What follows belongs to an exercise in optimizing a design on an open flow for small area and a short achievable clock period; a production flow would make more cautious choices. Only simulation tests tie the RTL to the original design; equivalence was not proved. No run shown here takes its clock network from TritonCTS; it comes from the design's own scripts or RTL. The flow treats the clock pin as an ideal source. Dropping or thinning the clock tree relies on that and would not hold on a real chip. No activity file was given, so power comes from the tool's default toggle rates.

==> flow/design.v <==
module accumulator_sum (
    input  logic        clk,
    input  logic        rst,
    input  logic        start,
    input  logic        clear,
    input  logic [3:0]  data_in_a,
    input  logic [3:0]  data_in_b,
    output logic [3:0]  data_out,
    output logic        data_out_valid,
    output logic        result_complete,
    output logic        ready,
    output logic        response
);
    logic        s_q, r_q;
    logic [2:0]  c_q;
    logic        ready_q, valid_q, complete_q, resp_q;
    logic [31:0] acc_q;        
    logic [3:0]  hi_q;         
    logic [1:0]  cy_q;         
    logic        zq;           
    logic [3:0]  p_q, g_q;
    wire idle    = !s_q && !r_q;
    wire go      = idle && start;
    wire sum_go  = go && !clear;
    wire rd_go   = go && clear;
    wire s_last  = s_q && resp_q;                                    
    wire r_hi    = r_q && resp_q;                                    
    wire r_last  = r_q && valid_q && !resp_q && (c_q == 3'd6);       
    wire fold_last = idle && !ready_q;
    wire fold    = s_q || fold_last;
    wire en      = fold || r_q;
    wire cy_mid  = !r_q && !ready_q;
    wire [3:0] lo  = zq ? 4'd0 : acc_q[3:0];
    wire [3:0] fs  = lo ^ p_q;
    wire [4:0] fc  = {(g_q | (p_q & lo)), 1'b0};
    wire [5:0] nib = {2'b00, fs} + {1'b0, fc} + {4'b0000, (cy_mid ? cy_q : 2'b00)};
    always_ff @(posedge clk) begin
        if (r_q)
            p_q <= r_hi ? hi_q : lo;
        else
            p_q <= data_in_a ^ data_in_b;
        g_q <= data_in_a & data_in_b;
    end
    always_ff @(posedge clk) begin
        if (go)
            c_q <= clear ? 3'd6 : 3'd0;
        else if (!resp_q)
            c_q <= c_q + 3'd1;
    end
    always_ff @(posedge clk) begin
        if (rst) begin
            s_q        <= 1'b0;
            r_q        <= 1'b0;
            ready_q    <= 1'b1;
            valid_q    <= 1'b0;
            complete_q <= 1'b0;
            resp_q     <= 1'b0;
        end else begin
            ready_q    <= idle || r_last;
            valid_q    <= r_q && !r_last;
            complete_q <= r_last;
            resp_q     <= !idle && (c_q == 3'd5);
            s_q        <= sum_go || (s_q && !s_last);
            r_q        <= rd_go || (r_q && !r_last);
        end
    end
    always_ff @(posedge clk) begin
        if (en)
            acc_q <= {nib[3:0], acc_q[31:4]};
    end
    always_ff @(posedge clk) begin
        if (rst) begin
            cy_q <= 2'b00;
            hi_q <= 4'd0;
            zq   <= 1'b1;
        end else begin
            cy_q <= fold ? nib[5:4] : 2'b00;
            if (r_last)
                hi_q <= 4'd0;
            else
                hi_q <= hi_q + {2'b00, (cy_mid ? 2'b00 : cy_q)};
            if (r_last)
                zq <= 1'b1;
            else if (fold_last)
                zq <= 1'b0;
        end
    end
    assign data_out        = p_q;
    assign data_out_valid  = valid_q;
    assign result_complete = complete_q;
    assign ready           = ready_q;
    assign response        = resp_q;
endmodule
==> flow/flow/run.sh <==
#!/bin/bash
# Standard ORFS layout with a few settings changed:
#  - abc maps with an area script (flow/abc_area.script; ORFS's scripts are copied so that
#    only this one file differs), and no full/half-adder cells,
#  - small port buffers (buf_1 instead of the slow clkdlybuf4s50_1),
#  - repair_timing aims for extra setup margin (the clock is much slower than the logic),
#  - after CTS, one level of clock buffers drives all flip-flops (flow/cts_post.tcl).
set -euo pipefail
rm -rf orfs_scripts
cp -r "$FLOW_HOME/scripts" orfs_scripts
cp flow/abc_area.script orfs_scripts/abc_area.script
bash standard.sh \
  SCRIPTS_DIR=$PWD/orfs_scripts \
  ADDER_MAP_FILE= ABC_AREA=1 \
  "BUFFER_PORTS_ARGS=-buffer_cell sky130_fd_sc_hd__buf_1" \
  SETUP_SLACK_MARGIN=7.45 \
  "CTS_ARGS=-repair_clock_nets -dont_use_dummy_load" \
  POST_CTS_TCL=$PWD/flow/cts_post.tcl FLOW_CLKBUF=sky130_fd_sc_hd__clkbuf_8 FLOW_CLKGROUPS=4 \
  finish > standard_run.log 2>&1
==> flow/flow/abc_area.script <==
strash; dc2; dch -f; amap; topo
==> flow/flow/cts_post.tcl <==
# After CTS: replace the clock tree by one level of clock buffers (FLOW_CLKGROUPS of
# them), each driving the flip-flops of one part of the design, all driven by the clock port.
# The design is small: this meets the clock-pin slew limit with less latency and
# area than the two-level H-tree CTS builds. All flip-flops get the same kind of path.
set block [ord::get_db_block]
set clk_net [[$block findBTerm clk] getNet]

# (sourced inside a proc: keep the lists in the global namespace)
set ::cts_sinks {}
set ::cts_bufs {}
set ::cts_nets {}
proc walk_clock {net} {
  foreach it [$net getITerms] {
    if {![$it isInputSignal]} { continue }
    set inst [$it getInst]
    set m [[$inst getMaster] getName]
    if {[regexp {__(clkbuf|buf|clkinv|inv)_} $m]} {
      lappend ::cts_bufs $inst
      foreach ot [$inst getITerms] {
        if {[$ot isOutputSignal] && [$ot getNet] ne "NULL"} {
          lappend ::cts_nets [$ot getNet]
          walk_clock [$ot getNet]
        }
      }
    } else {
      lappend ::cts_sinks $it
    }
  }
}
walk_clock $clk_net
set sinks $::cts_sinks
set bufs $::cts_bufs
set nets $::cts_nets
puts "cts_post: [llength $bufs] clock buffers, [llength $sinks] sinks"

# split the sinks into 1, 2 or 4 groups by position (halves by x, then halves by y);
# each group gets its own buffer at its centre, all driven by the clock port
proc sink_xy {it} {
  set b [[$it getInst] getBBox]
  return [list [expr {([$b xMin] + [$b xMax]) / 2}] [expr {([$b yMin] + [$b yMax]) / 2}]]
}
proc split_by {items k} {
  set keyed {}
  foreach it $items { lappend keyed [list [lindex [sink_xy $it] $k] $it] }
  set sorted {}
  foreach p [lsort -integer -index 0 $keyed] { lappend sorted [lindex $p 1] }
  set h [expr {[llength $sorted] / 2}]
  return [list [lrange $sorted 0 [expr {$h - 1}]] [lrange $sorted $h end]]
}
set groups [list $sinks]
if {$::env(FLOW_CLKGROUPS) >= 2} { set groups [split_by $sinks 0] }
if {$::env(FLOW_CLKGROUPS) >= 4} {
  set g4 {}
  foreach half $groups {
    foreach q [split_by $half 1] { lappend g4 $q }
  }
  set groups $g4
}

foreach it $sinks { $it disconnect }
foreach inst $bufs { odb::dbInst_destroy $inst }
foreach net $nets { odb::dbNet_destroy $net }

set master [[ord::get_db] findMaster $::env(FLOW_CLKBUF)]
set i 0
foreach g $groups {
  set sx 0; set sy 0
  foreach it $g {
    lassign [sink_xy $it] x y
    set sx [expr {$sx + $x}]; set sy [expr {$sy + $y}]
  }
  set n [llength $g]
  set buf [odb::dbInst_create $block $master clkbuf_leaf_$i]
  set net [odb::dbNet_create $block clknet_leaf_$i]
  $net setSigType CLOCK
  [$buf findITerm A] connect $clk_net
  [$buf findITerm X] connect $net
  foreach it $g { $it connect $net }
  $buf setLocation [expr {$sx / $n}] [expr {$sy / $n}]
  $buf setPlacementStatus PLACED
  incr i
}

detailed_placement
estimate_parasitics -placement
report_clock_latency
repair_timing_helper
detailed_placement
check_placement -verbose
==> flow/standard.sh <==
#!/bin/bash
# synth_recipe.tcl (not shown) runs the flow's synth.tcl, then flattens the netlist and writes it again
# the make line also repeats each setting of config.mk as NAME=value (left out here)
make -C /OpenROAD-flow-scripts/flow DESIGN_CONFIG=/design/flow/config.mk WORK_HOME=/design/flow/orfs CLKGATE_MAP_FILE= SYNTH_SCRIPT=/design/flow/synth_recipe.tcl "${@:-finish}"
==> flow/config.mk <==
export PLATFORM = sky130hd
export DESIGN_NAME = accumulator_sum
export DESIGN_NICKNAME = accumulator_sum
export VERILOG_FILES = /design/flow/design.v
export SDC_FILE = /design/flow/constraint.sdc
export NUM_CORES = 4
export LEC_CHECK = 0
export CAP_MARGIN = 20
export CORE_MARGIN = 2
export CORE_UTILIZATION = 40
export SLEW_MARGIN = 20
==> flow/constraint.sdc <==
create_clock -name core_clock -period 10.0 [get_ports {clk}]
set_input_delay 2.0000 -clock core_clock [delete_from_list [all_inputs] [get_ports {clk}]]
set_output_delay 2.0000 -clock core_clock [all_outputs]
set_load 0.01 [all_outputs]
==> results of run 1 <==
-- cells in the mapped netlist --
| master | n |
|---|---|
| a211oi_1 | 2 |
| dfxtp_1 | 21 |
| or2_0 | 2 |
| nand2_1 | 25 |
| o21ai_0 | 11 |
| o221ai_1 | 4 |
| a21oi_1 | 15 |
| nand3_1 | 1 |
| a311oi_1 | 1 |
| nor3_1 | 1 |
| o31a_1 | 1 |
| clkinv_1 | 23 |
| nor2b_1 | 4 |
| edfxtp_1 | 35 |
| o21a_1 | 3 |
| nand2b_1 | 1 |
| nor2_1 | 23 |
| a31o_1 | 1 |
| o211ai_1 | 4 |
| a31oi_1 | 2 |
-- sequential cells by signal, summed over array words and instances (netlist names) --
name and count:
acc_q 32, g_q 4, hi_q 4, p_q 4, c_q 3, cy_q 2, complete_q 1, r_q 1
ready_q 1, resp_q 1, s_q 1, valid_q 1, zq 1
-- cell families (layout without fill, tap and decap cells) --
family,count (synthesis),after routing,synth area share (%)
and+or+nand+nor,57,57,11.34
DFF,56,56,71.32
AOI/OAI and AO/OA,44,44,13.16
buffers and inverters,23,53,4.184
-- per-layer routing --
metal	vias up	track usage [%]	wire length (um)	share of wire [%]
li1	690	-	-	-
met1	578	20.22	1896	53
met2	20	19.06	1464	41
met3	3	5.688	163	4.6
met4	0	4.094	36	1.0
met5	-	0	0	0
-- worst max path at each step --
stage	slack (ps)	from	to	cells after the start
after floorplan	7450	start	c_q[1]	3
after global placement	7260	rst	r_q	5
after detailed placement	7210	rst	r_q	5
after global routing	7370	ready_q	ready	1
final	7390	ready_q	ready	1
-- layout by cell type, fill, tap and decap left out, types with 2 or more instances in the layout --
cell type	count
o211ai_1	4
buf_4	7
buf_1	10
nor2_1	22
o21ai_0	10
clkinv_1	22
nor2b_1	2
a21oi_1	14
dfxtp_2	9
o221ai_1	4
or2_0	2
nor2b_2	2
nand2_1	23
edfxtp_1	35
o21a_1	3
clkbuf_8	4
buf_6	8
a31oi_1	2
a211oi_1	2
dfxtp_1	12
-- per-stage QoR --
stage | setup slack (ps) | instance area [um2]
finish | 7386 | 2430
global route | 7370 | 2430
detailed placement | 7205 | 2232
floorplan | 7453 | 2066
global placement | 7256 | 2232
-- area by class of cell --
class                   count  area [um2]
fillers                   472        2613
flip-flops and latches     56        1483
multi-input cells         101       531.8
repair buffers             26       185.2
inverters                  23       87.58
well taps                  70       87.58
plain buffers               4       55.05
-- power by group through the flow --
stage                     clock network, mW  registers [mW]  logic, mW
after detailed placement                  0           0.303     0.0506
after global routing                 0.0998           0.302     0.0693
after floorplan                           0           0.301     0.0344
after global placement                    0           0.303     0.0506
final                                0.0892           0.298     0.0605
==> metrics.cfg, run 1 <==
[setup_path]
rr_worst_depth=13
crit_path_top_delay_cell=dfxtp_2
reg2reg_slack_ps=7740
worstPathBufferInverterCount=1
cp_cell_sequence=buf_6
end_kind=output pin
cpPeakStageDelay_ps=360
setup.worst_path.start_class=register
r2r_end=cy_q[1]
r2r_start=ready_q
crit_family=flip-flops
crit_fanout=2
crit_required_ps=8000
worstSetupPathType=register to output pin
critPathArrivalTime_ps=610

[finish]
nets=224
final_util_pct=48.19
area_growth_pct=17.77
drive_gt1_share_pct=17.14
fin_cells=280
n_antenna_cell=0

[power]
swShare_pct=22.49
comb_power_share_pct=13.5
p_leak_nw=0.8155
p_sw_mw=0.1008
p_clk_share_pct=19.9
total_power_mw=0.4482
power_density_mw_per_mm2=184.5
cell_internal_pwr_mw=0.3474
seq_power_share_pct=66.6
peakVddDrop_mv=0.08465

[timing]
drv_slew=0
timing.hold.ws_ps=419.0
fmax_ghz=0.3825
finalCritPeriodShare_pct=26.14
rsz0062_at_grt=yes
setup_viol=0
slew_headroom_pct=73.98
tightest_slew_ps=390.3
setup_tns_ps=0
final.setup_skew_ps=6.049
hold_viol=0
period_needed_ps=2614

[placed_design]
place.gp.congestion=0.7749
post-dp-hpwl_um=2403
port_buffers=19
dp.cells=270

[die]
core_mm2=0.005042
die-area_mm2=0.005749
start_util_pct=40.92
rows=26
die_w_um=75.82
die_h_um=75.82
num_io_pins=20

[routing]
vias=1291
routed_wl_um=3559
first_pass_iters=4
drc=0
routedWlPerCell_um=12.71
vias_per_cell=4.611
ant_nets=0
drt_iter0_drc=54

[global_route]
grtUsageTotal_pct=13.92
grt_max_degree=33
grt-ovfl-total=0
grt_pass1_wl_um=5727
grt_pass1_vias=1208
antenna_found_initial=0

[cts]
clk_transition_reported_paths_ps=90
cts.sinks=56
clk-insertion-delay-late_ps=150

[min_path]
hold_path_class=register to register
min_path_cells=0
min_to=acc_q[5]
worstHoldStart=acc_q[9]

[synthesis]
netlist_instances=180
yosys_warnings=1
yosys.area.top_type=edfxtp_1
syn_nets=192
ys_types=20
synth_area_mm2=0.002063
ys_top_cells_by_area=edfxtp_1 51%, dfxtp_1 20%, nand2_1 4.5%
synth_top_area_share_pct=50.94
ys_seq_elements=56
syn_area_per_cell_um2=11.46
seq_area_frac_synth_pct=71.32

[run_status]
status=timing/DRC/antenna clean

[job]
maxCapViolCount=0

==> inputs of run 2 (changes only) <==
--- a/flow/flow/run.sh
+++ b/flow/flow/run.sh
@@ -14,5 +14,5 @@
   ADDER_MAP_FILE= ABC_AREA=1 \
   "BUFFER_PORTS_ARGS=-buffer_cell sky130_fd_sc_hd__buf_1" \
-  SETUP_SLACK_MARGIN=7.45 \
+  SETUP_SLACK_MARGIN=7.0 \
   "CTS_ARGS=-repair_clock_nets -dont_use_dummy_load" \
   POST_CTS_TCL=$PWD/flow/cts_post.tcl FLOW_CLKBUF=sky130_fd_sc_hd__clkbuf_8 FLOW_CLKGROUPS=4 \
==> run 2 against run 1 <==
Fmax is 4.8% lower. Via count shrank 2.6%. Register-to-register slack got worse by 110 ps. Combinational power is 17% lower. Sequential cell count unchanged. Critical path depth unchanged. Die area unchanged. Design area fell by 6.0%. Final cell count shrank 2.1%. First-iteration DRC count up 65%. Sequential share of layout area rose by 3.4 points. Critical path type unchanged.
==> metrics.cfg, run 2 <==
[placed_design]
placed_area_mm2=0.002230
place.gp.congestion=0.7959
port_buffers=19
post-dp-hpwl_um=2351

[synthesis]
netlist_instances=180
seq_area_frac_synth_pct=71.32
ys_types=20
synth_area_mm2=0.002063
yosys.area.top_type=edfxtp_1
synth_common_cells=35 x edfxtp_1, 25 x nand2_1, 23 x clkinv_1, 23 x nor2_1, 21 x dfxtp_1
ys_top_cells_by_area=edfxtp_1 51%, dfxtp_1 20%, nand2_1 4.5%
synth_edf_count=35
yosys_warnings=1
ys_seq_elements=56
synth-main-ff-cell=edfxtp_1
syn_nets=192
postSynth.asyncResetShare_pct=0
synth_top_area_share_pct=50.94
synthMostInstantiatedCell=edfxtp_1
syn_area_per_cell_um2=11.46

[setup_path]
worstSetupPathType=register to output pin
crit_path_start=ready_q
rr_worst_depth=13
cp-endpoint=ready
r2r_start=zq
r2r_end=cy_q[1]
crit_fanout=4
worstPathBufferInverterCount=1
cpPeakStageDelay_ps=410
setup.worst_path.start_class=register
critPathArrivalTime_ps=750
crit_path_top_delay_cell=dfxtp_1
cp.depth=1
cp_cell_sequence=buf_1
crit_required_ps=8000
crit_family=flip-flops
end_kind=output pin
reg2reg_slack_ps=7630

[finish]
n_antenna_cell=0
fillers=483
final_area_mm2=0.002285
drive_gt1_share_pct=2.451
layout_commonest_cell=edfxtp_1
final_util_pct=45.31
top_register=acc_q
layout_common_cells=35 x edfxtp_1, 25 x nand2_1, 23 x clkinv_1, 23 x nor2_1, 21 x dfxtp_1
largest_register_ffs=32
multi_input_comb_area_um2=505.5
nets=218
regArea_mm2=0.001471
area_growth_pct=10.73

[routing]
vias_per_cell=4.588
ant_nets=0
drt_iter0_drc=89
routedWlPerCell_um=12.05
first_pass_iters=5
routed_wl_um=3303
drc=0
vias=1257

[run_status]
status=timing/DRC/antenna clean

[cts]
clk-insertion-delay-late_ps=150
clk_transition_reported_paths_ps=90
cts.sinks=56

[timing]
drv_slew=0
tightest_slew_ps=391.6
period_needed_ps=2746
setup_viol=0
slew_headroom_pct=73.90
fmax_ghz=0.3642
hold_viol=0
final.setup_skew_ps=5.144
finalCritPeriodShare_pct=27.46
setup_tns_ps=0
rsz0062_at_grt=no

[global_route]
grt-ovfl-total=0
grt_pass1_vias=1075
antenna_found_initial=0
grt_max_degree=33
grt_pass1_wl_um=5126
grtUsageTotal_pct=12.52

[min_path]
hold_path_class=register to register

[die]
die_h_um=75.82
core_mm2=0.005042
rows=26
start_util_pct=40.92
num_io_pins=20
die-area_mm2=0.005749
die_w_um=75.82

[power]
peakVddDrop_mv=0.08128
p_leak_nw=0.7371
power_density_mw_per_mm2=191.6

[job]
maxCapViolCount=0

## run 2: cell counts after synthesis
Identical to the previous run, type by type.
## run 2: power by group
group	switching (mW)	internal, mW	total (mW)
registers	0.0117	0.286	0.298
clock network	0.0530	0.0368	0.0898
logic	0.0337	0.0166	0.0503
total	0.0984	0.339	0.438
## run 2: kinds of logic after synthesis
family / after synthesis / synth area share (%)
flops: 56 / 71.32
compound gates: 44 / 13.16
simple gates: 57 / 11.34
buf+inv: 23 / 4.184
## run 2: per-layer routing
layer | GRT usage (%) | part of all wire, % | up-vias
met1 | 18.20 | 52 | 553
met4 | 3.509 | 1.2 | 0
met2 | 16.86 | 40 | 23
li1 | - | - | 677
met5 | 0 | 0 | -
met3 | 5.556 | 6.0 | 4
## run 2: per-stage QoR
stage / setup WS [ps] / total power [mW] / instances / hold WS, ps
after global routing: 7110 / 0.4612 / 274 / 424.5
after floorplan: 7434 / 0.3357 / 180 / 400.3
after global placement: 7211 / 0.3534 / 270 / 401.2
after detailed placement: 7154 / 0.3539 / 270 / 405.2
final: 7254 / 0.4377 / 274 / 418.2
## run 2: worst min-delay path by stage
stage               from        end  slack, ps  depth (start not counted)
6_report       acc_q[27]  acc_q[23]        420                          0
5_1_grt        acc_q[27]  acc_q[23]        420                          0
3_5_place_dp   acc_q[27]  acc_q[23]        410                          0
3_3_place_gp   acc_q[19]  acc_q[15]        400                          0
2_1_floorplan   acc_q[4]   acc_q[0]        400                          0
## run 2: final cells by class
cell class	count	share of cell area [%]
buffer	4	2.410
inverter	23	3.779
multi-input combinational	101	22.12
sequential	56	64.40
tap	70	3.834
timing repair buffer	20	3.450
==> inputs of run 3 (changes only) <==
--- a/flow/flow/run.sh
+++ b/flow/flow/run.sh
@@ -14,5 +14,5 @@
   ADDER_MAP_FILE= ABC_AREA=1 \
   "BUFFER_PORTS_ARGS=-buffer_cell sky130_fd_sc_hd__buf_1" \
-  SETUP_SLACK_MARGIN=7.0 \
+  SETUP_SLACK_MARGIN=7.15 \
   "CTS_ARGS=-repair_clock_nets -dont_use_dummy_load" \
   POST_CTS_TCL=$PWD/flow/cts_post.tcl FLOW_CLKBUF=sky130_fd_sc_hd__clkbuf_8 FLOW_CLKGROUPS=4 \
==> run 3 against run 2 <==
Clock power down 0.4%. Global-route usage unchanged. Fmax up 2.4%. Combinational power up 2%. Largest cell class unchanged. Still clean. Worst hold slack better by 2.8 ps. Routed wire length up 0.15%. Sequential share of layout area down 0.17 points. Critical path depth unchanged. Clock skew about the same. Register-to-register slack better by 60 ps.
==> metrics.cfg, run 3 <==
[run_status]
status=timing/DRC/antenna clean

[global_route]
grt_pass1_vias=1075
grtUsageTotal_pct=12.52
grt_max_degree=33
grt-ovfl-total=0
grt_pass1_wl_um=5126
antenna_found_initial=0

[routing]
routed_wl_um=3308
drt_iter0_drc=91
routedWlPerCell_um=12.07
vias_per_cell=4.551
drc=0
ant_nets=0
first_pass_iters=4
vias=1247

[timing]
hold_viol=0
setup_viol=0
fin_ws_ps=7318
drv_slew=0
finalCritPeriodShare_pct=26.82
rsz0062_at_grt=no
fmax_ghz=0.3729
tightest_slew_ps=398.8
final.setup_skew_ps=5.562
timing.hold.ws_ps=420.9
period_needed_ps=2682
setup_tns_ps=0
slew_headroom_pct=73.41

[finish]
layout_commonest_cell=edfxtp_1
layout_common_cells=35 x edfxtp_1, 25 x nand2_1, 23 x clkinv_1, 23 x nor2_1, 19 x dfxtp_1
fillers=479
drive_gt1_share_pct=5.882
top_register=acc_q
n_antenna_cell=0
final_util_pct=45.51
final_area_mm2=0.002295
largest_register_ffs=32
nets=218
area_growth_pct=11.22
fin_cells=274
multi_input_comb_area_um2=508.0
regArea_mm2=0.001474

[power]
peakVddDrop_mv=0.07809
total_power_mw=0.4383
power_density_mw_per_mm2=191.0
p_leak_nw=0.7484

[die]
die-area_mm2=0.005749
core_mm2=0.005042
die_h_um=75.82
die_w_um=75.82
start_util_pct=40.92
rows=26
num_io_pins=20

[setup_path]
crit_path_top_delay_cell=dfxtp_1
setup.worst_path.start_class=register
crit_family=flip-flops
cp_cell_sequence=buf_2
worstPathBufferInverterCount=1
worstSetupPathType=register to output pin
critPathArrivalTime_ps=680
cpPeakStageDelay_ps=390
crit_fanout=4
end_kind=output pin
crit_required_ps=8000

[synthesis]
ys_seq_elements=56
ys_top_cells_by_area=edfxtp_1 51%, dfxtp_1 20%, nand2_1 4.5%
seq_area_frac_synth_pct=71.32
ys_types=20
synthMostInstantiatedCell=edfxtp_1
netlist_instances=180
synth_common_cells=35 x edfxtp_1, 25 x nand2_1, 23 x clkinv_1, 23 x nor2_1, 21 x dfxtp_1
synth_area_mm2=0.002063
synth_top_area_share_pct=50.94
yosys.area.top_type=edfxtp_1
synth-main-ff-cell=edfxtp_1
synth_edf_count=35
syn_area_per_cell_um2=11.46
syn_nets=192
postSynth.asyncResetShare_pct=0
yosys_warnings=1

[min_path]
hold_path_class=register to register

[placed_design]
post-dp-hpwl_um=2351
placed_area_mm2=0.002230
place.gp.congestion=0.7959
port_buffers=19
dp.cells=270
pre_cts_slack_ps=7154

[cts]
cts.sinks=56
clk-insertion-delay-late_ps=150
clk_transition_reported_paths_ps=80

[job]
maxCapViolCount=0

run 3: cell counts after synthesis:
Identical to the previous run, type by type.
run 3: power by group:
group | total, mW | switching (mW) | internal, mW
Combinational | 0.0511 | 0.0339 | 0.0172
Sequential | 0.298 | 0.0117 | 0.286
Clock | 0.0894 | 0.0526 | 0.0368
Total | 0.438 | 0.0982 | 0.340
run 3: cell type report:
class                           instances  area share (%)
Buffer                                  4           2.399
Inverter                               23           3.762
Tap cell                               70           3.817
Sequential cell                        56           64.23
Timing Repair Buffer                   20           3.653
Multi-Input combinational cell        101           22.14
run 3: logic make-up after synthesis:
| group | after synthesis | share of synthesized area, % |
|---|---|---|
| and+or+nand+nor | 57 | 11.34 |
| DFF | 56 | 71.32 |
| AOI/OAI and AO/OA | 44 | 13.16 |
| buffers and inverters | 23 | 4.184 |
run 3: routing by layer:
metal  GRT usage (%)  share of wire, %  vias up
li1                -                 -      677
met1           18.20                53      547
met2           16.86                40       19
met3           5.556               5.7        4
met4           3.509               1.1        0
met5               0                 0        -
run 3: path summary, 6_finish.rpt:
| path | start | endpoint | slack (ps) | depth (start not counted) |
|---|---|---|---|---|
| max | p_q[1] | data_out[1] | 7320 | 1 |
| min | acc_q[27] | acc_q[23] | 420 | 0 |
| max reg2reg | zq | cy_q[1] | 7690 | 13 |
| min reg2reg | acc_q[27] | acc_q[23] | 420 | 0 |
==> inputs of run 4 (changes only) <==
--- a/flow/flow/run.sh
+++ b/flow/flow/run.sh
@@ -14,6 +14,6 @@
   ADDER_MAP_FILE= ABC_AREA=1 \
   "BUFFER_PORTS_ARGS=-buffer_cell sky130_fd_sc_hd__buf_1" \
-  SETUP_SLACK_MARGIN=7.15 \
+  SETUP_SLACK_MARGIN=7.3 \
   "CTS_ARGS=-repair_clock_nets -dont_use_dummy_load" \
-  POST_CTS_TCL=$PWD/flow/cts_post.tcl FLOW_CLKBUF=sky130_fd_sc_hd__clkbuf_8 FLOW_CLKGROUPS=4 \
+  POST_CTS_TCL=$PWD/flow/cts_post.tcl FLOW_CLKBUF=sky130_fd_sc_hd__clkbuf_16 FLOW_CLKGROUPS=4 \
   finish > standard_run.log 2>&1
==> run 4 against run 3 <==
Worst hold slack lost 5.5 ps. Die area stayed put. Core utilization increased by 2.9 points. Design area increased by 6.4%. Routed wire length increased by 3.1%. Via count up 2.1%. Fmax grew 2.3%. Sequential share of layout area is 3.6 points lower. First-iteration DRC count up 14%. Total power grew 10%. Sequential power is essentially flat. Still clean on timing, DRC and antenna. Clock skew fell by 2.5 ps. Highest routed layer unchanged. Critical endpoint is now r_q. Largest power group unchanged.
==> metrics.cfg, run 4 <==
[finish]
final_util_pct=48.44
top_register=acc_q
fillers=458
layout_commonest_cell=edfxtp_1
nets=222
largest_register_ffs=32
area_growth_pct=18.37
multi_input_comb_area_um2=525.5
final_area_mm2=0.002442
regArea_mm2=0.001480
drive_gt1_share_pct=13.94
n_antenna_cell=0
layout_common_cells=35 x edfxtp_1, 24 x nand2_1, 23 x clkinv_1, 23 x nor2_1, 14 x dfxtp_1

[power]
power_density_mw_per_mm2=197.3
peakVddDrop_mv=0.09784
p_leak_nw=0.8199

[synthesis]
yosys_warnings=1
seq_area_frac_synth_pct=71.32
synth_area_mm2=0.002063
syn_area_per_cell_um2=11.46
ys_top_cells_by_area=edfxtp_1 51%, dfxtp_1 20%, nand2_1 4.5%
synth-main-ff-cell=edfxtp_1
ys_seq_elements=56
syn_nets=192
ys_types=20
yosys.area.top_type=edfxtp_1
synth_top_area_share_pct=50.94
netlist_instances=180
synth_edf_count=35
synth_common_cells=35 x edfxtp_1, 25 x nand2_1, 23 x clkinv_1, 23 x nor2_1, 21 x dfxtp_1
synthMostInstantiatedCell=edfxtp_1
postSynth.asyncResetShare_pct=0

[setup_path]
end_kind=register
worstSetupPathType=primary input to register
setup.worst_path.start_class=primary input
crit_fanout=7
critPathArrivalTime_ps=2650
crit_required_ps=10030

[global_route]
grtUsageTotal_pct=12.97
grt_pass1_wl_um=5292
grt_pass1_vias=1077
grt-ovfl-total=0
grt_max_degree=33
antenna_found_initial=0

[cts]
clk_transition_reported_paths_ps=60
clk-insertion-delay-late_ps=130
cts.sinks=56

[timing]
tightest_slew_ps=398.9
setup_viol=0
fin_ws_ps=7378
hold_viol=0
final.setup_skew_ps=3.070
slew_headroom_pct=73.40
drv_slew=0
timing.hold.ws_ps=415.5
period_needed_ps=2622
setup_tns_ps=0
fmax_ghz=0.3813
rsz0062_at_grt=no
finalCritPeriodShare_pct=26.22

[min_path]
hold_path_class=register to register

[placed_design]
pre_cts_slack_ps=7154
port_buffers=19
post-dp-hpwl_um=2351
place.gp.congestion=0.7959
placed_area_mm2=0.002230

[routing]
routedWlPerCell_um=12.27
routed_wl_um=3411
ant_nets=0
first_pass_iters=4
vias_per_cell=4.579
drc=0
vias=1273
drt_iter0_drc=104

[die]
num_io_pins=20
die-area_mm2=0.005749
core_mm2=0.005042
rows=26
start_util_pct=40.92
die_w_um=75.82
die_h_um=75.82

[run_status]
status=timing/DRC/antenna clean

[job]
maxCapViolCount=0

==> run 4: cell counts after synthesis <==
No cell type changed its count.
==> run 4: metal layers <==
layer  track usage (%)  vias to the layer above  wire length [um]
met5                 0                        -                 0
met4             4.094                        0                23
met3             5.556                        4               194
met2             17.34                       21              1407
met1             18.88                      564              1786
li1                  -                      684                 -
==> run 4: cells by family after synthesis <==
kind of cell	share of synthesized area (%)
buffers and inverters	4.184
DFF	71.32
and+or+nand+nor	11.34
AOI/OAI and AO/OA	13.16
==> run 4: power by group <==
group	switching (mW)	internal [mW]
Combinational	0.0358	0.0226
Clock	0.0534	0.0715
Sequential	0.0118	0.287
==> run 4: cell type report <==
class | count | share of cell area [%]
Buffer | 4 | 4.098
Inverter | 23 | 3.535
Multi-Input combinational cell | 101 | 21.52
Sequential cell | 56 | 60.60
Tap cell | 70 | 3.586
Timing Repair Buffer | 24 | 6.660
==> run 4: worst paths after layout <==
| kind | start | to | slack, ps | cells after the start |
|---|---|---|---|---|
| max | rst | r_q | 7380 | 5 |
| min | acc_q[27] | acc_q[23] | 420 | 0 |
| max reg2reg | ready_q | cy_q[1] | 7780 | 13 |
| min reg2reg | acc_q[27] | acc_q[23] | 420 | 0 |
==> run 4: metrics by stage <==
step | power [mW] | cells
global placement | 0.3534 | 270
global route | 0.5057 | 278
detailed placement | 0.3539 | 270
finish | 0.4819 | 278
floorplan | 0.3357 | 180
==> run 4: worst max-delay path: stages <==
cell and delay, ps:
buf_1 120, clkinv_1 160, nand2_4 130, nor2_1 50, a31o_1 180
==> inputs of run 5 (changes only) <==
--- a/flow/flow/run.sh
+++ b/flow/flow/run.sh
@@ -7,4 +7,6 @@
 #  - after CTS, one level of clock buffers drives all flip-flops (flow/cts_post.tcl).
 set -euo pipefail
+PLATFORM_DONT_USE=$(sed -n '/^export DONT_USE_CELLS/,/^$/p' "$FLOW_HOME/platforms/sky130hd/config.mk" | grep -o 'sky130_fd_sc_hd__[A-Za-z0-9_]*' | tr '\n' ' ')
+BIG="sky130_fd_sc_hd__buf_6 sky130_fd_sc_hd__buf_8 sky130_fd_sc_hd__buf_12 sky130_fd_sc_hd__buf_16 sky130_fd_sc_hd__dfxtp_4 sky130_fd_sc_hd__inv_6 sky130_fd_sc_hd__inv_8 sky130_fd_sc_hd__inv_12 sky130_fd_sc_hd__inv_16"
 rm -rf orfs_scripts
 cp -r "$FLOW_HOME/scripts" orfs_scripts
@@ -13,7 +15,8 @@
   SCRIPTS_DIR=$PWD/orfs_scripts \
   ADDER_MAP_FILE= ABC_AREA=1 \
+  "DONT_USE_CELLS=$PLATFORM_DONT_USE $BIG" \
   "BUFFER_PORTS_ARGS=-buffer_cell sky130_fd_sc_hd__buf_1" \
   SETUP_SLACK_MARGIN=7.3 \
   "CTS_ARGS=-repair_clock_nets -dont_use_dummy_load" \
-  POST_CTS_TCL=$PWD/flow/cts_post.tcl FLOW_CLKBUF=sky130_fd_sc_hd__clkbuf_16 FLOW_CLKGROUPS=4 \
+  POST_CTS_TCL=$PWD/flow/cts_post.tcl FLOW_CLKBUF=sky130_fd_sc_hd__clkbuf_8 FLOW_CLKGROUPS=4 \
   finish > standard_run.log 2>&1
==> run 5 against run 4 <==
Sequential power barely moved. Synthesized area did not move. Largest cell class unchanged. Global-route usage rose by 0.53 points. Die area did not move. Combinational power fell by 5.7%. Final cell count rose by 0.72%. Register-to-register slack got worse by 160 ps.
==> metrics.cfg, run 5 <==
[setup_path]
setup.worst_path.start_class=register
r2r_start=ready_q
reg2reg_slack_ps=7620
rr_worst_depth=13
worstPathBufferInverterCount=1
crit_path_top_delay_cell=dfxtp_2
crit_family=flip-flops
crit_path_start=ready_q
r2r_end=cy_q[1]
cpPeakStageDelay_ps=340
end_kind=output pin
crit_required_ps=8000
worstSetupPathType=register to output pin
crit_fanout=2
cp_cell_sequence=buf_2
critPathArrivalTime_ps=630

[min_path]
min_to=acc_q[1]
min_path_cells=0
worstHoldStart=acc_q[5]
hold_path_class=register to register

[synthesis]
yosys_warnings=1
ys_top_cells_by_area=edfxtp_1 51%, dfxtp_1 20%, nand2_1 4.5%
synth_area_mm2=0.002063
syn_area_per_cell_um2=11.46
netlist_instances=180
yosys.area.top_type=edfxtp_1
syn_nets=192
synth_top_area_share_pct=50.94
seq_area_frac_synth_pct=71.32
synth_common_cells=35 x edfxtp_1, 25 x nand2_1, 23 x clkinv_1, 23 x nor2_1, 21 x dfxtp_1
synth_edf_count=35
ys_types=20
synth-main-ff-cell=edfxtp_1
postSynth.asyncResetShare_pct=0
ys_seq_elements=56
synthMostInstantiatedCell=edfxtp_1

[finish]
area_growth_pct=14.55
regArea_mm2=0.001481
drive_gt1_share_pct=10.48
fillers=486
n_antenna_cell=0
top_register=acc_q
multi_input_comb_area_um2=510.5
largest_register_ffs=32
layout_common_cells=35 x edfxtp_1, 24 x nand2_1, 23 x clkinv_1, 23 x nor2_1, 15 x a21oi_1
layout_commonest_cell=edfxtp_1
nets=224

[timing]
slew_headroom_pct=53.88
rsz0062_at_grt=no
period_needed_ps=2628
finalCritPeriodShare_pct=26.28
setup_tns_ps=0
fmax_ghz=0.3806
final.setup_skew_ps=6.797
fin_ws_ps=7372
tightest_slew_ps=690.1
drv_slew=0
hold_viol=0
setup_viol=0

[die]
start_util_pct=40.92
core_mm2=0.005042
die-area_mm2=0.005749
die_h_um=75.82
rows=26
die_w_um=75.82
num_io_pins=20

[power]
power_density_mw_per_mm2=188.2
p_clk_share_pct=20.6
comb_power_share_pct=12.4
seq_power_share_pct=67.0
p_sw_mw=0.1018
swShare_pct=22.89
peakVddDrop_mv=0.08758
cell_internal_pwr_mw=0.3431
p_leak_nw=0.8019

[routing]
drc=0
vias_per_cell=4.557
first_pass_iters=4
routed_wl_um=3546
routedWlPerCell_um=12.66
ant_nets=0
drt_iter0_drc=46
vias=1276

[cts]
clk_transition_reported_paths_ps=90
cts.sinks=56
clk-insertion-delay-late_ps=150

[global_route]
grt-ovfl-total=0
grt_pass1_vias=1159
grtUsageTotal_pct=13.50
antenna_found_initial=0
grt_pass1_wl_um=5506
grt_max_degree=18

[placed_design]
port_buffers=19
place.gp.congestion=0.7988
pre_cts_slack_ps=7167
post-dp-hpwl_um=2505

[run_status]
status=timing/DRC/antenna clean

[job]
maxCapViolCount=0

==> run 5: logic make-up (layout without fill, tap and decap cells) <==
| logic type | Yosys count | count (layout) | synth area share (%) |
|---|---|---|---|
| compound gates | 44 | 44 | 13.16 |
| buf+inv | 23 | 53 | 4.184 |
| flops | 56 | 56 | 71.32 |
| simple gates | 57 | 57 | 11.34 |
==> run 5: cell type report <==
type	count	area share [%]
Timing Repair Buffer	26	6.035
Sequential cell	56	62.68
Tap cell	70	3.706
Multi-Input combinational cell	101	21.60
Buffer	4	2.329
Inverter	23	3.653
==> run 5: layer usage <==
metal  GRT usage (%)  wire, um  part of all wire (%)  vias to the layer above
met5               0         0                     0                        -
met4           4.094         9                  0.25                        0
met3           5.688       190                   5.4                        2
met2           18.68      1469                    41                       27
met1           19.25      1877                    53                      553
li1                -         -                     -                      694
==> run 5: metrics by stage <==
stage	hold WS (ps)	cell area, um2	utilization, %	instances	power [mW]
final	419.8	2364	46.87	280	0.4449
after global placement	400.3	2231	44.24	270	0.3535
after floorplan	400.3	2063	-	180	0.3357
after detailed placement	404.5	2231	44.24	270	0.3546
after global routing	427.5	2364	46.87	280	0.4661
==> run 5: how the worst max path moves through the flow <==
stage	endpoint	slack [ps]	cells past startpoint
3_5_place_dp	r_q	7170	5
2_1_floorplan	r_q	7430	4
6_report	ready	7370	1
3_3_place_gp	r_q	7210	5
5_1_grt	r_q	7310	5
==> run 5: power groups by stage <==
stage	sequential (mW)	clock (mW)	combinational (mW)
after floorplan	0.301	0	0.0344
after global placement	0.303	0	0.0502
after detailed placement	0.305	0	0.0501
after global routing	0.302	0.101	0.0629
final	0.298	0.0917	0.0550
==> inputs of run 6 (changes only) <==
--- a/flow/flow/run.sh
+++ b/flow/flow/run.sh
@@ -17,5 +17,5 @@
   "DONT_USE_CELLS=$PLATFORM_DONT_USE $BIG" \
   "BUFFER_PORTS_ARGS=-buffer_cell sky130_fd_sc_hd__buf_1" \
-  SETUP_SLACK_MARGIN=7.3 \
+  SETUP_SLACK_MARGIN=7.15 \
   "CTS_ARGS=-repair_clock_nets -dont_use_dummy_load" \
   POST_CTS_TCL=$PWD/flow/cts_post.tcl FLOW_CLKBUF=sky130_fd_sc_hd__clkbuf_8 FLOW_CLKGROUPS=4 \
==> run 6 against run 5 <==
Fmax decreased by 3.1%. Final cell count decreased by 2.1%. Sequential share of layout area increased by 1.6 points. Synthesized area unchanged. First-iteration DRC count decreased by 2.2%. Total power decreased by 1.0%. Sequential power about the same. Core utilization decreased by 1.4 points.
==> metrics.cfg, run 6 <==
[timing]
rsz0062_at_grt=no
hold_viol=0
final.setup_skew_ps=6.827
drv_slew=0
fin_ws_ps=7288
fmax_ghz=0.3687
setup_viol=0
setup_tns_ps=0
finalCritPeriodShare_pct=27.12
period_needed_ps=2712
slew_headroom_pct=53.90
tightest_slew_ps=689.9

[routing]
routedWlPerCell_um=12.55
vias_per_cell=4.562
drt_iter0_drc=45
first_pass_iters=4
ant_nets=0
routed_wl_um=3440
drc=0
vias=1250

[die]
die_h_um=75.82
core_mm2=0.005042
rows=26
die-area_mm2=0.005749
start_util_pct=40.92
num_io_pins=20
die_w_um=75.82

[global_route]
grt_pass1_vias=1112
grt_max_degree=18
grt-ovfl-total=0
grtUsageTotal_pct=13.03
grt_pass1_wl_um=5313
antenna_found_initial=0

[synthesis]
synth_edf_count=35
synth-main-ff-cell=edfxtp_1
netlist_instances=180
synth_common_cells=35 x edfxtp_1, 25 x nand2_1, 23 x clkinv_1, 23 x nor2_1, 21 x dfxtp_1
ys_top_cells_by_area=edfxtp_1 51%, dfxtp_1 20%, nand2_1 4.5%
synthMostInstantiatedCell=edfxtp_1
yosys.area.top_type=edfxtp_1
ys_seq_elements=56
syn_nets=192
synth_area_mm2=0.002063
yosys_warnings=1
synth_top_area_share_pct=50.94
ys_types=20
seq_area_frac_synth_pct=71.32
postSynth.asyncResetShare_pct=0
syn_area_per_cell_um2=11.46

[setup_path]
cp_cell_sequence=buf_2
crit_required_ps=8000
worstPathBufferInverterCount=1
cpPeakStageDelay_ps=400
end_kind=output pin
crit_path_top_delay_cell=dfxtp_1
critPathArrivalTime_ps=710
setup.worst_path.start_class=register
worstSetupPathType=register to output pin
crit_family=flip-flops
crit_fanout=4

[finish]
drive_gt1_share_pct=4.902
largest_register_ffs=32
regArea_mm2=0.001474
final_util_pct=45.48
multi_input_comb_area_um2=505.5
layout_commonest_cell=edfxtp_1
nets=218
n_antenna_cell=0
top_register=acc_q
fillers=486
fin_cells=274
layout_common_cells=35 x edfxtp_1, 25 x nand2_1, 23 x clkinv_1, 23 x nor2_1, 19 x dfxtp_1
final_area_mm2=0.002293
area_growth_pct=11.16

[cts]
cts.sinks=56
clk-insertion-delay-late_ps=150
clk_transition_reported_paths_ps=90

[power]
cell_internal_pwr_mw=0.3399
p_clk_share_pct=20.7
peakVddDrop_mv=0.08698
p_sw_mw=0.1004
swShare_pct=22.81
power_density_mw_per_mm2=192.0
comb_power_share_pct=11.4
p_leak_nw=0.7492
seq_power_share_pct=67.9

[placed_design]
port_buffers=19
dp.cells=270
placed_area_mm2=0.002231
pre_cts_slack_ps=7167
post-dp-hpwl_um=2505
place.gp.congestion=0.7988

[run_status]
status=timing/DRC/antenna clean

[min_path]
hold_path_class=register to register

[job]
maxCapViolCount=0

run 6: cell count changes in the layout (fill, tap and decap cells not counted), sizes merged:
cell         previous run  this run
dlygate4sd1             7         1
run 6: through the flow:
step | power [mW] | hold slack (ps)
after global routing | 0.4617 | 427.5
after global placement | 0.3535 | 400.3
after floorplan | 0.3357 | 400.3
final | 0.4404 | 420.5
after detailed placement | 0.3546 | 404.5
run 6: power by group through the flow:
stage | logic [mW] | clock network [mW] | registers (mW)
global route | 0.0580 | 0.101 | 0.303
detailed placement | 0.0501 | 0 | 0.305
global placement | 0.0502 | 0 | 0.303
floorplan | 0.0344 | 0 | 0.301
finish | 0.0502 | 0.0914 | 0.299
run 6: cell families after synthesis:
group | share of synthesized area [%]
compound gates | 13.16
buf+inv | 4.184
flops | 71.32
simple gates | 11.34
run 6: worst paths after layout:
check | startpoint | endpoint | slack [ps] | depth (start not counted)
hold / removal | acc_q[5] | acc_q[1] | 420 | 0
setup reg to reg | zq | cy_q[1] | 7620 | 13
hold reg to reg | acc_q[5] | acc_q[1] | 420 | 0
setup / recovery | ready_q | ready | 7290 | 1
run 6: routing by layer:
metal  share of wire, %  global-route usage [%]  up-vias
li1                   -                       -      683
met1                 54                   18.74      544
met2                 41                   17.62       21
met3                5.2                   5.688        2
met4               0.26                   4.094        0
met5                  0                       0        -
run 6: cell type report:
class	instances	share of cell area, %
sequential	56	64.27
multi-input combinational	101	22.04
tap	70	3.819
inverter	23	3.764
timing repair buffer	20	3.710
buffer	4	2.400
==> inputs of run 7 (changes only) <==
--- a/flow/flow/run.sh
+++ b/flow/flow/run.sh
@@ -8,5 +8,5 @@
 set -euo pipefail
 PLATFORM_DONT_USE=$(sed -n '/^export DONT_USE_CELLS/,/^$/p' "$FLOW_HOME/platforms/sky130hd/config.mk" | grep -o 'sky130_fd_sc_hd__[A-Za-z0-9_]*' | tr '\n' ' ')
-BIG="sky130_fd_sc_hd__buf_6 sky130_fd_sc_hd__buf_8 sky130_fd_sc_hd__buf_12 sky130_fd_sc_hd__buf_16 sky130_fd_sc_hd__dfxtp_4 sky130_fd_sc_hd__inv_6 sky130_fd_sc_hd__inv_8 sky130_fd_sc_hd__inv_12 sky130_fd_sc_hd__inv_16"
+BIG="sky130_fd_sc_hd__dlygate4sd1_1 sky130_fd_sc_hd__dlygate4sd2_1 sky130_fd_sc_hd__dlygate4sd3_1 sky130_fd_sc_hd__dlymetal6s2s_1 sky130_fd_sc_hd__dlymetal6s4s_1 sky130_fd_sc_hd__dlymetal6s6s_1 sky130_fd_sc_hd__clkdlybuf4s15_1 sky130_fd_sc_hd__clkdlybuf4s18_1 sky130_fd_sc_hd__clkdlybuf4s25_1 sky130_fd_sc_hd__clkdlybuf4s50_1 sky130_fd_sc_hd__clkdlybuf4s15_2 sky130_fd_sc_hd__clkdlybuf4s18_2 sky130_fd_sc_hd__clkdlybuf4s25_2 sky130_fd_sc_hd__clkdlybuf4s50_2 sky130_fd_sc_hd__buf_6 sky130_fd_sc_hd__buf_8 sky130_fd_sc_hd__buf_12 sky130_fd_sc_hd__buf_16 sky130_fd_sc_hd__dfxtp_4 sky130_fd_sc_hd__inv_6 sky130_fd_sc_hd__inv_8 sky130_fd_sc_hd__inv_12 sky130_fd_sc_hd__inv_16"
 rm -rf orfs_scripts
 cp -r "$FLOW_HOME/scripts" orfs_scripts
@@ -17,5 +17,5 @@
   "DONT_USE_CELLS=$PLATFORM_DONT_USE $BIG" \
   "BUFFER_PORTS_ARGS=-buffer_cell sky130_fd_sc_hd__buf_1" \
-  SETUP_SLACK_MARGIN=7.15 \
+  SETUP_SLACK_MARGIN=7.3 \
   "CTS_ARGS=-repair_clock_nets -dont_use_dummy_load" \
   POST_CTS_TCL=$PWD/flow/cts_post.tcl FLOW_CLKBUF=sky130_fd_sc_hd__clkbuf_8 FLOW_CLKGROUPS=4 \
==> run 7 against run 6 <==
Core utilization grew 0.74 points. Design area grew 1.6%. Sequential cell count did not move. Critical path depth unchanged. Combinational power rose by 7.2%. Final cell count is 2.2% higher. Synthesized area stayed put. Global-route usage grew 0.14 points. Sequential share of layout area is 0.71 points lower. Total power is 0.75% higher. Clock power hardly changed. Largest power group unchanged.
==> metrics.cfg, run 7 <==
[global_route]
grt-ovfl-total=0
grt_max_degree=18
antenna_found_initial=0
grtUsageTotal_pct=13.17
grt_pass1_wl_um=5354
grt_pass1_vias=1128

[setup_path]
critPathArrivalTime_ps=620
cp_cell_sequence=buf_4
setup.worst_path.start_class=register
worstSetupPathType=register to output pin
crit_required_ps=8000
end_kind=output pin
crit_path_top_delay_cell=dfxtp_2
cpPeakStageDelay_ps=330
crit_family=flip-flops
worstPathBufferInverterCount=1
crit_fanout=2

[routing]
routedWlPerCell_um=12.53
drt_iter0_drc=83
drc=0
first_pass_iters=4
vias=1321
ant_nets=0
routed_wl_um=3508
vias_per_cell=4.718

[synthesis]
synth_top_area_share_pct=50.94
synthMostInstantiatedCell=edfxtp_1
synth_edf_count=35
yosys.area.top_type=edfxtp_1
seq_area_frac_synth_pct=71.32
ys_types=20
postSynth.asyncResetShare_pct=0
syn_nets=192
synth_common_cells=35 x edfxtp_1, 25 x nand2_1, 23 x clkinv_1, 23 x nor2_1, 21 x dfxtp_1
synth-main-ff-cell=edfxtp_1
syn_area_per_cell_um2=11.46
ys_seq_elements=56
ys_top_cells_by_area=edfxtp_1 51%, dfxtp_1 20%, nand2_1 4.5%
netlist_instances=180
yosys_warnings=1
synth_area_mm2=0.002063

[finish]
layout_commonest_cell=edfxtp_1
final_area_mm2=0.002331
n_antenna_cell=0
area_growth_pct=12.98
top_register=acc_q
drive_gt1_share_pct=10.48
largest_register_ffs=32
layout_common_cells=35 x edfxtp_1, 24 x nand2_1, 23 x clkinv_1, 23 x nor2_1, 18 x buf_1
nets=224

[placed_design]
pre_cts_slack_ps=7169
placed_area_mm2=0.002226
post-dp-hpwl_um=2454
port_buffers=19
place.gp.congestion=0.8000

[timing]
slew_headroom_pct=46.05
setup_tns_ps=0
period_needed_ps=2625
tightest_slew_ps=809.3
fin_ws_ps=7375
finalCritPeriodShare_pct=26.25
drv_slew=0
hold_viol=0
final.setup_skew_ps=5.699
rsz0062_at_grt=no
setup_viol=0
fmax_ghz=0.3810

[die]
num_io_pins=20
die_w_um=75.82
die-area_mm2=0.005749
die_h_um=75.82
start_util_pct=40.92
rows=26
core_mm2=0.005042

[power]
p_leak_nw=0.7692
peakVddDrop_mv=0.08911
power_density_mw_per_mm2=190.3

[job]
maxCapViolCount=0

[cts]
clk-insertion-delay-late_ps=150
clk_transition_reported_paths_ps=90
cts.sinks=56

[run_status]
status=timing/DRC/antenna clean

[min_path]
hold_path_class=register to register

[run 7: cell counts after synthesis]
Identical to the previous run, type by type.
[run 7: per-layer routing]
| metal | wire length, um | vias up | global-route usage, % | share of wire [%] |
|---|---|---|---|---|
| met2 | 1457 | 29 | 17.62 | 42 |
| li1 | - | 693 | - | - |
| met3 | 235 | 0 | 6.349 | 6.7 |
| met1 | 1814 | 599 | 19.02 | 52 |
| met4 | 0 | 0 | 3.509 | 0 |
| met5 | 0 | - | 0 | 0 |
[run 7: layout make-up]
cell class	instances	area (um2)
fillers	480	2711
flip-flops and latches	56	1481
multi-input cells	101	510.5
repair buffers	26	110.1
well taps	70	87.58
inverters	23	86.33
plain buffers	4	55.05
[run 7: report_power, final]
part           leakage, nW  internal, mW  switching [mW]
Combinational        0.229        0.0180          0.0358
Clock               0.0288        0.0368          0.0546
Sequential           0.512         0.287          0.0115
[run 7: cells by family after synthesis]
family | after synthesis | synth area share (%)
AOI/OAI and AO/OA | 44 | 13.16
buffers and inverters | 23 | 4.184
DFF | 56 | 71.32
and+or+nand+nor | 57 | 11.34
[run 7: path summary, 6_finish.rpt]
| kind | startpoint | endpoint | slack, ps | depth (start not counted) |
|---|---|---|---|---|
| setup reg to reg | zq | cy_q[1] | 7710 | 14 |
| hold reg to reg | acc_q[9] | acc_q[5] | 420 | 0 |
| hold / removal | acc_q[9] | acc_q[5] | 420 | 0 |
| setup / recovery | ready_q | ready | 7380 | 1 |
[run 7: per-stage QoR]
step	total power, mW	hold WS (ps)	cells	util, %
2_1_floorplan	0.3357	400.3	180	-
3_3_place_gp	0.3532	400.6	270	44.14
3_5_place_dp	0.3542	404.5	270	44.14
5_1_grt	0.4659	430.9	280	46.23
6_report	0.4437	420.0	280	46.23
==> inputs of run 8 (changes only) <==
--- a/flow/design.v
+++ b/flow/design.v
@@ -45,6 +45,6 @@
         if (go)
             c_q <= clear ? 3'd6 : 3'd0;
-        else if (!resp_q)
-            c_q <= c_q + 3'd1;
+        else
+            c_q <= c_q + {2'b00, !resp_q};
     end
     always_ff @(posedge clk) begin
--- a/flow/flow/run.sh
+++ b/flow/flow/run.sh
@@ -17,5 +17,5 @@
   "DONT_USE_CELLS=$PLATFORM_DONT_USE $BIG" \
   "BUFFER_PORTS_ARGS=-buffer_cell sky130_fd_sc_hd__buf_1" \
-  SETUP_SLACK_MARGIN=7.3 \
+  SETUP_SLACK_MARGIN=7.4 CORE_UTILIZATION=65 \
   "CTS_ARGS=-repair_clock_nets -dont_use_dummy_load" \
   POST_CTS_TCL=$PWD/flow/cts_post.tcl FLOW_CLKBUF=sky130_fd_sc_hd__clkbuf_8 FLOW_CLKGROUPS=4 \
==> run 8 against run 7 <==
Combinational power grew 2%. Largest power group unchanged. Critical endpoint is now response. Sequential share of layout area grew 0.91 points. Design area shrank 3.5%. Highest routed layer is now met4. Via count shrank 0.38%. Critical path depth is the same. Worst hold slack gained 1.9 ps. Worst setup slack gained 12 ps. Sequential power is essentially flat. Routed wire length shrank 7.8%. Synthesized area shrank 2.2%.
==> metrics.cfg, run 8 <==
[run_status]
status=timing/DRC/antenna clean

[global_route]
grtUsageTotal_pct=19.23
antenna_found_initial=0
grt-ovfl-total=0
grt_max_degree=20
grt_pass1_vias=1117
grt_pass1_wl_um=4919

[power]
seq_power_share_pct=67.4
p_clk_share_pct=20.1
peakVddDrop_mv=0.1189
p_sw_mw=0.09996
swShare_pct=22.73
comb_power_share_pct=12.5
power_density_mw_per_mm2=195.5
cell_internal_pwr_mw=0.3398
p_leak_nw=0.7768

[min_path]
hold_path_class=register to register

[routing]
first_pass_iters=6
drt_iter0_drc=37
vias=1316
ant_nets=0
vias_per_cell=5.461
routed_wl_um=3234
routedWlPerCell_um=13.42
drc=0

[finish]
layout_commonest_cell=edfxtp_1
area_growth_pct=11.47
top_register=acc_q
final_area_mm2=0.002250
drive_gt1_share_pct=10.10
fillers=212
layout_common_cells=32 x edfxtp_1, 26 x nor2_1, 21 x buf_1, 19 x nand2_1
n_antenna_cell=0
largest_register_ffs=32
nets=222

[placed_design]
placed_area_mm2=0.002135
post-dp-hpwl_um=2236
port_buffers=19
place.gp.congestion=0.8348

[setup_path]
worstPathBufferInverterCount=1
crit_fanout=2
critPathArrivalTime_ps=610
worstSetupPathType=register to output pin
cpPeakStageDelay_ps=340
setup.worst_path.start_class=register
crit_family=flip-flops
end_kind=output pin
crit_path_top_delay_cell=dfxtp_2
crit_required_ps=8000
cp_cell_sequence=buf_2

[cts]
clk-insertion-delay-late_ps=150
cts.sinks=56
clk_transition_reported_paths_ps=90

[timing]
setup_viol=0
final.setup_skew_ps=11.47
fmax_ghz=0.3827
tightest_slew_ps=948.9
timing.hold.ws_ps=421.9
slew_headroom_pct=36.74
drv_slew=0
rsz0062_at_grt=yes
setup_tns_ps=0
hold_viol=0
finalCritPeriodShare_pct=26.13
period_needed_ps=2613

[synthesis]
synth_area_mm2=0.002018
synthMostInstantiatedCell=edfxtp_1
synth_top_area_share_pct=47.61
postSynth.asyncResetShare_pct=0
ys_top_cells_by_area=edfxtp_1 48%, dfxtp_1 24%, nor2_1 4.8%
ys_types=22
synth-main-ff-cell=edfxtp_1
yosys.area.top_type=edfxtp_1
synth_common_cells=32 x edfxtp_1, 26 x nor2_1, 24 x dfxtp_1, 20 x nand2_1, 17 x a21oi_1
syn_area_per_cell_um2=11.53
yosys_warnings=1
seq_area_frac_synth_pct=71.42
netlist_instances=175
ys_seq_elements=56
syn_nets=187
synth_edf_count=32

[die]
rows=20
core_mm2=0.003003
die_h_um=59.72
num_io_pins=20
die-area_mm2=0.003566
die_w_um=59.72
start_util_pct=67.21

[job]
maxCapViolCount=0

run 8: cell type report:
type / instances / area [um2] / share of cell area [%]
buffer: 4 / 55.05 / 2.447
inverter: 14 / 52.55 / 2.336
multi-input combinational: 105 / 529.3 / 23.53
sequential: 56 / 1450 / 64.46
tap: 33 / 41.29 / 1.835
timing repair buffer: 29 / 121.4 / 5.395
run 8: cells by family after synthesis:
family	synth area share, %
xor gates and xnor gates	0.4341
and+or+nand+nor	11.90
AOI/OAI and AO/OA	13.64
buffers and inverters	2.604
DFF	71.42
run 8: path summary, 6_finish.rpt:
check / start / to / slack, ps / cells after the start
worst min-delay path: acc_q[8] / acc_q[4] / 420 / 0
worst max register to register: zq / cy_q[0] / 7710 / 13
worst max-delay path: resp_q / response / 7390 / 1
worst min register to register: acc_q[8] / acc_q[4] / 420 / 0
run 8: routing by layer:
layer	global-route usage [%]	part of all wire (%)	vias up
li1	-	-	685
met1	26.36	47	602
met2	29.50	47	27
met3	6.710	4.9	2
met4	5.079	0.83	0
met5	0	0	-
run 8: power groups by stage:
| stage | logic (mW) | registers [mW] | clock network [mW] |
|---|---|---|---|
| final | 0.0550 | 0.296 | 0.0885 |
| after floorplan | 0.0351 | 0.299 | 0 |
| after detailed placement | 0.0496 | 0.302 | 0 |
| after global routing | 0.0633 | 0.299 | 0.0966 |
| after global placement | 0.0479 | 0.301 | 0 |
run 8: per-stage QoR:
step | total power, mW | utilization [%] | instances | worst slack (ps)
3_5_place_dp | 0.3518 | 71.08 | 228 | 7266
3_3_place_gp | 0.3491 | 71.08 | 228 | 7305
6_report | 0.4398 | 74.92 | 241 | 7387
5_1_grt | 0.4592 | 74.92 | 241 | 7365
2_1_floorplan | 0.3342 | - | 175 | 7512
==> inputs of run 9 (changes only) <==
--- a/flow/flow/run.sh
+++ b/flow/flow/run.sh
@@ -17,5 +17,5 @@
   "DONT_USE_CELLS=$PLATFORM_DONT_USE $BIG" \
   "BUFFER_PORTS_ARGS=-buffer_cell sky130_fd_sc_hd__buf_1" \
-  SETUP_SLACK_MARGIN=7.4 CORE_UTILIZATION=65 \
+  SETUP_SLACK_MARGIN=7.2 CORE_UTILIZATION=65 \
   "CTS_ARGS=-repair_clock_nets -dont_use_dummy_load" \
   POST_CTS_TCL=$PWD/flow/cts_post.tcl FLOW_CLKBUF=sky130_fd_sc_hd__clkbuf_8 FLOW_CLKGROUPS=4 \
==> run 9 against run 8 <==
Sequential power hardly changed. Worst hold slack worse by 2.0 ps. Synthesized cell count stayed put.
==> metrics.cfg, run 9 <==
[synthesis]
synth_edf_count=32
synth_top_family_by_area=compound AO/OA/AOI/OAI gates
syn_area_per_cell_um2=11.53
yosys.area_share.simple_pct=11.90
synth_area_mm2=0.002018
yosys_warnings=1
synth-compound-area-share_pct=13.64
ys_seq_elements=56
synth_xor_area_share_pct=0.4340
synth_top_area_share_pct=47.61
seq_area_frac_synth_pct=71.42
synth_common_cells=32 x edfxtp_1, 26 x nor2_1, 24 x dfxtp_1, 20 x nand2_1, 17 x a21oi_1
syn_nets=187
synthMostInstantiatedCell=edfxtp_1
synthMuxAreaShare_pct=0
synth-main-ff-cell=edfxtp_1
ys_top_cells_by_area=edfxtp_1 48%, dfxtp_1 24%, nor2_1 4.8%
yosys.area.top_type=edfxtp_1
ys_types=22
postSynth.asyncResetShare_pct=0
netlist_instances=175
synth_fa_ha_area_share_pct=0

[finish]
layout_common_cells=32 x edfxtp_1, 26 x nor2_1, 20 x nand2_1, 19 x buf_1
nets=220
drive_gt1_share_pct=9.223
fillers=212
largest_register_ffs=32
n_antenna_cell=0
top_register=acc_q
area_growth_pct=10.73
layout_commonest_cell=edfxtp_1

[timing]
tightest_slew_ps=949.5
final.setup_skew_ps=12.22
drv_slew=0
hold_viol=0
rsz0062_at_grt=no
slew_headroom_pct=36.70
finalCritPeriodShare_pct=26.15
setup_tns_ps=0
fmax_ghz=0.3824
timing.hold.ws_ps=419.9
setup_viol=0
period_needed_ps=2615

[global_route]
met3_usage_pct=6.710
grt_pass1_vias=1113
grt_pass1_wl_um=4919
grt_max_degree=20
grt-ovfl-total=0
grtUsageTotal_pct=19.23
use_met2_pct=29.50
grt.busiest_layer=met2
grtUsageMet1_pct=26.36
antenna_found_initial=0

[power]
p_leak_nw=0.7725
peakVddDrop_mv=0.1189
power_density_mw_per_mm2=196.1

[cts]
clk-insertion-delay-late_ps=150
cts.sinks=56
clk_transition_reported_paths_ps=90

[setup_path]
worstSetupPathType=register to output pin
setup.worst_path.start_class=register
rr_worst_depth=13
end_kind=output pin
critPathArrivalTime_ps=620
crit_path_start=resp_q
worstPathBufferInverterCount=1
r2r_end=cy_q[0]
cp_cell_sequence=buf_2
cpPeakStageDelay_ps=340
crit_family=flip-flops
reg2reg_slack_ps=7650
r2r_start=zq
crit_required_ps=8000
crit_path_top_delay_cell=dfxtp_2
crit_fanout=2

[min_path]
min_to=acc_q[2]
min_path_cells=0
worstHoldStart=acc_q[6]
hold_path_class=register to register

[routing]
vias=1300
drc=0
vias_per_cell=5.439
first_pass_iters=4
routed_wl_um=3172
routedWlPerCell_um=13.27
ant_nets=0
drt_iter0_drc=38

[die]
die_w_um=59.72
num_io_pins=20
die-area_mm2=0.003566
rows=20
die_h_um=59.72
start_util_pct=67.21
core_mm2=0.003003

[placed_design]
place.gp.congestion=0.8348
post-dp-hpwl_um=2236
port_buffers=19

[job]
maxCapViolCount=0

[run_status]
status=timing/DRC/antenna clean

## run 9: cell count changes in the layout (fill, tap and decap cells not counted), sizes merged
| cell | before | now |
|---|---|---|
| buf | 29 | 27 |
## run 9: metrics by stage
step	area, um2	std cells	power [mW]	utilization, %	worst slack (ps)
after global placement	2135	228	0.3491	71.08	7305
final	2235	239	0.4383	74.42	7385
after floorplan	2018	175	0.3342	-	7512
after detailed placement	2135	228	0.3518	71.08	7266
after global routing	2235	239	0.4578	74.42	7262
## run 9: how the worst max path moves through the flow
stage / to / slack, ps / depth (start not counted)
finish: response / 7380 / 1
global route: cy_q[0] / 7260 / 13
detailed placement: zq / 7270 / 4
global placement: r_q / 7300 / 4
floorplan: zq / 7510 / 3
## run 9: power breakdown
part | switching, mW | internal, mW
logic | 0.0353 | 0.0183
clock network | 0.0519 | 0.0368
registers | 0.0121 | 0.284
total | 0.0993 | 0.339
## run 9: layout make-up
type / count / area [um2] / area share, %
Multi-Input combinational cell: 105 / 524.3 / 23.46
Sequential cell: 56 / 1450 / 64.89
Tap cell: 33 / 41.29 / 1.848
Timing Repair Buffer: 27 / 111.4 / 4.983
Inverter: 14 / 52.55 / 2.352
Buffer: 4 / 55.05 / 2.464
## run 9: metal layers
| metal | vias to the layer above | wire length (um) |
|---|---|---|
| met3 | 2 | 154 |
| met4 | 0 | 27 |
| met2 | 24 | 1461 |
| met1 | 592 | 1528 |
| li1 | 682 | - |
| met5 | - | 0 |
## run 9: kinds of logic after synthesis
group,after synthesis
flops,56
xor+xnor,1
compound gates,47
simple gates,57
buf+inv,14
==> inputs of run 10 (changes only) <==
--- a/flow/flow/run.sh
+++ b/flow/flow/run.sh
@@ -17,5 +17,5 @@
   "DONT_USE_CELLS=$PLATFORM_DONT_USE $BIG" \
   "BUFFER_PORTS_ARGS=-buffer_cell sky130_fd_sc_hd__buf_1" \
-  SETUP_SLACK_MARGIN=7.2 CORE_UTILIZATION=65 \
+  SETUP_SLACK_MARGIN=7.3 CORE_UTILIZATION=65 GPL_TIMING_DRIVEN=1 \
   "CTS_ARGS=-repair_clock_nets -dont_use_dummy_load" \
   POST_CTS_TCL=$PWD/flow/cts_post.tcl FLOW_CLKBUF=sky130_fd_sc_hd__clkbuf_8 FLOW_CLKGROUPS=4 \
==> run 10 against run 9 <==
Still clean. Total power about the same. Routed wire length about the same. First-iteration DRC count stayed put. Combinational power hardly changed. Design area unchanged. Largest power group unchanged.
==> metrics.cfg, run 10 <==
[synthesis]
synth_edf_count=32
netlist_instances=175
synth-main-ff-cell=edfxtp_1
yosys_warnings=1
seq_area_frac_synth_pct=71.42
ys_seq_elements=56
synth_area_mm2=0.002018
syn_nets=187
ys_types=22
syn_area_per_cell_um2=11.53
synthMostInstantiatedCell=edfxtp_1
ys_top_cells_by_area=edfxtp_1 48%, dfxtp_1 24%, nor2_1 4.8%
postSynth.asyncResetShare_pct=0
synth_top_area_share_pct=47.61
synth_common_cells=32 x edfxtp_1, 26 x nor2_1, 24 x dfxtp_1, 20 x nand2_1, 17 x a21oi_1
yosys.area.top_type=edfxtp_1

[placed_design]
placed_area_mm2=0.002135
post-dp-hpwl_um=2236
dp.cells=228
port_buffers=19
place.gp.congestion=0.8348
pre_cts_slack_ps=7266

[finish]
layout_common_cells=32 x edfxtp_1, 26 x nor2_1, 20 x nand2_1, 19 x buf_1
fillers=212
n_antenna_cell=0
layout_commonest_cell=edfxtp_1
top_register=acc_q
nets=220
final_area_mm2=0.002235
fin_cells=239
drive_gt1_share_pct=9.223
area_growth_pct=10.73
largest_register_ffs=32

[timing]
timing.hold.ws_ps=420.4
setup_tns_ps=0
slew_headroom_pct=36.70
final.setup_skew_ps=11.77
tightest_slew_ps=949.5
hold_viol=0
drv_slew=0
fin_ws_ps=7385
period_needed_ps=2615
finalCritPeriodShare_pct=26.15
fmax_ghz=0.3824
setup_viol=0
rsz0062_at_grt=no

[setup_path]
reg2reg_slack_ps=7700
crit_path_top_delay_cell=dfxtp_2
rr_worst_depth=14
cpPeakStageDelay_ps=340
critPathArrivalTime_ps=620
r2r_end=cy_q[0]
crit_family=flip-flops
cp_cell_sequence=buf_2
worstPathBufferInverterCount=1
end_kind=output pin
r2r_start=zq
crit_required_ps=8000
setup.worst_path.start_class=register
worstSetupPathType=register to output pin
crit_fanout=2

[routing]
drc=0
vias_per_cell=5.444
routedWlPerCell_um=13.27
first_pass_iters=4
drt_iter0_drc=38
ant_nets=0
routed_wl_um=3171
vias=1301

[die]
start_util_pct=67.21
rows=20
die-area_mm2=0.003566
core_mm2=0.003003
die_h_um=59.72
num_io_pins=20
die_w_um=59.72

[power]
swShare_pct=22.64
p_clk_share_pct=20.2
cell_internal_pwr_mw=0.3390
peakVddDrop_mv=0.1189
seq_power_share_pct=67.5
p_leak_nw=0.7727
power_density_mw_per_mm2=196.1
comb_power_share_pct=12.3
p_sw_mw=0.09920

[run_status]
status=timing/DRC/antenna clean

[min_path]
min_to=acc_q[2]
worstHoldStart=acc_q[6]
hold_path_class=register to register
min_path_cells=0

[global_route]
antenna_found_initial=0
grt_pass1_vias=1113
grtUsageTotal_pct=19.23
grt-ovfl-total=0
grt_max_degree=20
grt_pass1_wl_um=4919

[cts]
clk_transition_reported_paths_ps=90
clk-insertion-delay-late_ps=150
cts.sinks=56

[job]
maxCapViolCount=0

## run 10: cell counts after synthesis
No cell type changed its count.
## run 10: stage by stage
stage          util [%]  power [mW]
2_1_floorplan         -      0.3342
3_3_place_gp      71.08      0.3491
3_5_place_dp      71.08      0.3518
5_1_grt           74.42      0.4579
6_report          74.42      0.4382
## run 10: worst max-delay path by stage
| stage | end | slack (ps) | cells after the start | start |
|---|---|---|---|---|
| after floorplan | zq | 7510 | 3 | rst |
| after global placement | r_q | 7300 | 4 | rst |
| after detailed placement | zq | 7270 | 4 | rst |
| after global routing | cy_q[0] | 7330 | 14 | zq |
| final | response | 7380 | 1 | resp_q |
## run 10: power groups by stage
stage / combinational (mW) / sequential (mW) / clock (mW)
2_1_floorplan: 0.0351 / 0.299 / 0
3_3_place_gp: 0.0479 / 0.301 / 0
3_5_place_dp: 0.0496 / 0.302 / 0
5_1_grt: 0.0621 / 0.299 / 0.0966
6_report: 0.0538 / 0.296 / 0.0885
## run 10: cell families after synthesis
family | Yosys count | synth area share, %
and+or+nand+nor | 57 | 11.90
DFF | 56 | 71.42
AOI/OAI and AO/OA | 47 | 13.64
buffers and inverters | 14 | 2.604
xor gates and xnor gates | 1 | 0.4341
## run 10: final cells by class
type | count | area [um2] | share of cell area [%]
buffer | 4 | 55.05 | 2.464
timing repair buffer | 27 | 111.4 | 4.983
inverter | 14 | 52.55 | 2.352
tap | 33 | 41.29 | 1.848
sequential | 56 | 1450 | 64.89
multi-input combinational | 105 | 524.3 | 23.46
## run 10: per-layer routing
layer,GRT usage (%),routed length [um],part of all wire [%]
met1,26.36,1534,48
met2,29.50,1460,46
met5,0,0,0
met4,5.079,27,0.85
met3,6.710,149,4.7

Setup slack of run 10, layout unchanged: 7.385 ns with ideal ports, 7.334 ns with driving cells assumed (clock clkbuf_16, inputs buf_2), 7.261 ns with port delays also shifted by the 0.194 ns mid clock arrival.
